This is an optimization exercise on Yosys and OpenROAD, whose aim is small area, a short achievable clock period and few clock cycles per item, not a production implementation.
Only simulation tests tie the RTL to the original design; equivalence was not proved.

==> flow/design.v (excerpt) <==
module arctan_top(
	input             clk,
	input             rst,
	input             in_valid,
	output            in_ready,
	input      [31:0] inx,
	input      [31:0] iny,
	output reg        out_valid,
	output reg [31:0] out
);
Settings: LEC_CHECK=0, CAP_MARGIN=20, CORE_MARGIN=2, CORE_UTILIZATION=40, CTS_BUF_LIST=sky130_fd_sc_hd__clkbuf_8, CTS_CLUSTER_DIAMETER=84, CTS_CLUSTER_SIZE=14, SLEW_MARGIN=20, SYNTH_HIERARCHICAL=1, SYNTH_MINIMUM_KEEP_SIZE=0; clock period 200.0 ns.
standard.sh (not shown) runs the stock make flow with config.mk's settings and CLKGATE_MAP_FILE= SYNTH_SCRIPT=/design/flow/synth_recipe.tcl, a recipe that flattens the netlist after the stock synthesis.
==> flow/flow/run.sh <==
#!/bin/bash
# The standard layout (standard.sh), with plain buf_2 cells as the port
# buffers instead of the delay buffer the resizer picks by default.
# make's full output goes to flow_make.log; ORFS keeps each step's log under orfs/logs/.
set -euo pipefail
BUFFER_PORTS_ARGS="-buffer_cell sky130_fd_sc_hd__buf_2" bash standard.sh finish > flow_make.log 2>&1
The first run went through all stages and came out clean.
Testbench counts at the start, summed over its fixed seeds: cycles 3,264, items 3,200.
Change:
==> flow/run.sh (new file) <==
#!/bin/bash
# synth_recipe.tcl (not shown) runs the flow's synth.tcl, then flattens the netlist and writes it again
# the make line also repeats each setting of config.mk as NAME=value (left out here)
make -C /OpenROAD-flow-scripts/flow DESIGN_CONFIG=/design/flow/config.mk WORK_HOME=/design/flow/orfs CLKGATE_MAP_FILE= SYNTH_SCRIPT=/design/flow/synth_recipe.tcl finish
removed: flow/flow/run.sh
removed: flow/standard.sh
Effect: Cell area is higher by 1.1%; register-to-register slack is better by 240 ps; synthesized area does not change; core utilization is higher by 0.49 points; via count is lower by 1.0%.

Another version of the RTL of arctan_top (not shown whole).
Size: about 3400 cells after synthesis, roughly 500 flip-flops, about 100 I/O pins, roughly 0.046 sq mm of cells after synthesis.
make LEC_CHECK=0 CAP_MARGIN=20 CORE_MARGIN=2 CORE_UTILIZATION=40 CTS_BUF_LIST='sky130_fd_sc_hd__clkbuf_2 sky130_fd_sc_hd__clkbuf_4' SLEW_MARGIN=20 SYNTH_HIERARCHICAL=1 SYNTH_MINIMUM_KEEP_SIZE=0 finish   # period 200.0 ns
run.sh (not shown) runs the stock make flow with config.mk's settings and CLKGATE_MAP_FILE= SYNTH_SCRIPT=/design/flow/synth_recipe.tcl, a recipe that flattens the netlist after the stock synthesis.
Stock flow here: none of the scripts above is used.
Testbench counts at the start, summed over its fixed seeds: cycles 3,264, items 3,200.
Then changed:
--- a/flow/config.mk
+++ b/flow/config.mk
@@ -8,6 +8,6 @@
 export CAP_MARGIN = 20
 export CORE_MARGIN = 2
-export CORE_UTILIZATION = 40
-export CTS_BUF_LIST = sky130_fd_sc_hd__clkbuf_2 sky130_fd_sc_hd__clkbuf_4
+export CORE_UTILIZATION = 65
+export CTS_BUF_LIST = sky130_fd_sc_hd__clkbuf_4
 export SLEW_MARGIN = 20
 export SYNTH_HIERARCHICAL = 1
- utilization went up by 27 points
- count of clock-buffer cells in the layout went down by 3
- final cell count went down by 11%
- global-route usage went up by 11 points
- synthesized cell count stays the same
Then changed:
--- a/flow/config.mk
+++ b/flow/config.mk
@@ -8,6 +8,8 @@
 export CAP_MARGIN = 20
 export CORE_MARGIN = 2
-export CORE_UTILIZATION = 65
-export CTS_BUF_LIST = sky130_fd_sc_hd__clkbuf_4
+export CORE_UTILIZATION = 40
+export CTS_BUF_LIST = sky130_fd_sc_hd__clkbuf_8
+export CTS_CLUSTER_DIAMETER = 84
+export CTS_CLUSTER_SIZE = 14
 export SLEW_MARGIN = 20
 export SYNTH_HIERARCHICAL = 1
Routed wire length is lower by 2.3%.
Sequential cell count does not change.
Non-clock buffer count went up by 1.
Register-to-register slack improves by 250 ps.
Area after synthesis does not change.
Final cell count increases by about 9%.
Die area goes up by 61%.
Core utilization came out lower by 28 points.
Then changed:
--- a/flow/config.mk
+++ b/flow/config.mk
@@ -11,5 +11,5 @@
 export CTS_BUF_LIST = sky130_fd_sc_hd__clkbuf_8
 export CTS_CLUSTER_DIAMETER = 84
-export CTS_CLUSTER_SIZE = 14
+export CTS_CLUSTER_SIZE = 16
 export SLEW_MARGIN = 20
 export SYNTH_HIERARCHICAL = 1
Outcome: Clock-buffer cell count fell by 2; die area does not change; synthesized area does not change; utilization barely changes; worst hold slack is better by 3.3 ps; worst setup slack is worse by 4.0 ps; sequential share of layout area stays flat; global-route usage is about the same; final area is about the same; via count barely changes.
Then changed:
--- a/flow/config.mk
+++ b/flow/config.mk
@@ -9,7 +9,5 @@
 export CORE_MARGIN = 2
 export CORE_UTILIZATION = 40
-export CTS_BUF_LIST = sky130_fd_sc_hd__clkbuf_8
-export CTS_CLUSTER_DIAMETER = 84
-export CTS_CLUSTER_SIZE = 16
+export CTS_BUF_LIST = sky130_fd_sc_hd__clkbuf_4
 export SLEW_MARGIN = 20
 export SYNTH_HIERARCHICAL = 1
After rerunning: Worst setup slack loses 300 ps. Count of clock-buffer cells in the layout rose by 138. Clock skew rose by 38 ps. Final area rose by 1.8%. Die area stays the same.
Then changed:
==> flow/flow/run.sh (new file) <==
#!/bin/bash
# The standard layout (standard.sh), with plain buf_2 cells as the port
# buffers instead of the delay buffer the resizer picks by default.
# make's full output goes to flow_make.log; ORFS keeps each step's log under orfs/logs/.
set -euo pipefail
BUFFER_PORTS_ARGS="-buffer_cell sky130_fd_sc_hd__buf_2" bash standard.sh finish > flow_make.log 2>&1
==> flow/standard.sh (new file) <==
#!/bin/bash
# synth_recipe.tcl (not shown) runs the flow's synth.tcl, then flattens the netlist and writes it again
# the make line also repeats each setting of config.mk as NAME=value (left out here)
make -C /OpenROAD-flow-scripts/flow DESIGN_CONFIG=/design/flow/config.mk WORK_HOME=/design/flow/orfs CLKGATE_MAP_FILE= SYNTH_SCRIPT=/design/flow/synth_recipe.tcl "${@:-finish}"
removed: flow/run.sh
The changed run produced a clean layout.
Die area does not change.
Final area drops by 1.0%.
Synthesized area does not change.

==> separate check: timing with driven ports <==
How much do the figures lean on ideal ports? The routed layouts below were timed once more, with nothing changed but the port constraints.
Step 1: set_driving_cell puts a clkbuf_16 on clk and a buf_2 on each other input, an assumption about the parent block.
Step 2 moves the port delays by t, midway between the first and last clock arrival at a register: inputs arrive t later, outputs are due t later. That takes back most of the time a late clock gives input paths.
a / b / c = ideal ports / drivers / drivers and shift; a / b = the first two.
run | shift t [ns] | setup slack, ns | worst hold slack (ns) | slew at the worst register clock pin (ns)
the first run of note 1 | 0.730 | 158.883 / 158.813 / 158.996 | 0.316 / 0.316 / 0.316 | 0.12 / 0.12
the second run of note 1 | 0.734 | 158.450 / 158.386 / 159.120 | 0.304 / 0.304 / 0.304 | 0.10 / 0.10
the first run of note 2 | 1.035 | 158.160 / 158.096 / 158.485 | 0.303 / 0.303 / 0.303 | 0.08 / 0.08
the second run of note 2 | 1.007 | 158.191 / 158.126 / 158.235 | 0.278 / 0.278 / 0.278 | 0.09 / 0.09
the third run of note 2 | 0.716 | 158.462 / 158.394 / 158.492 | 0.321 / 0.321 / 0.321 | 0.11 / 0.11
the fourth run of note 2 | 0.723 | 158.458 / 158.390 / 158.506 | 0.324 / 0.324 / 0.324 | 0.11 / 0.11
the fifth run of note 2 | 1.035 | 158.160 / 158.096 / 158.485 | 0.303 / 0.303 / 0.303 | 0.08 / 0.08
the sixth run of note 2 | 1.053 | 158.559 / 158.508 / 158.559 | 0.306 / 0.306 / 0.306 | 0.08 / 0.08
After both steps setup and hold are still met in every run listed.
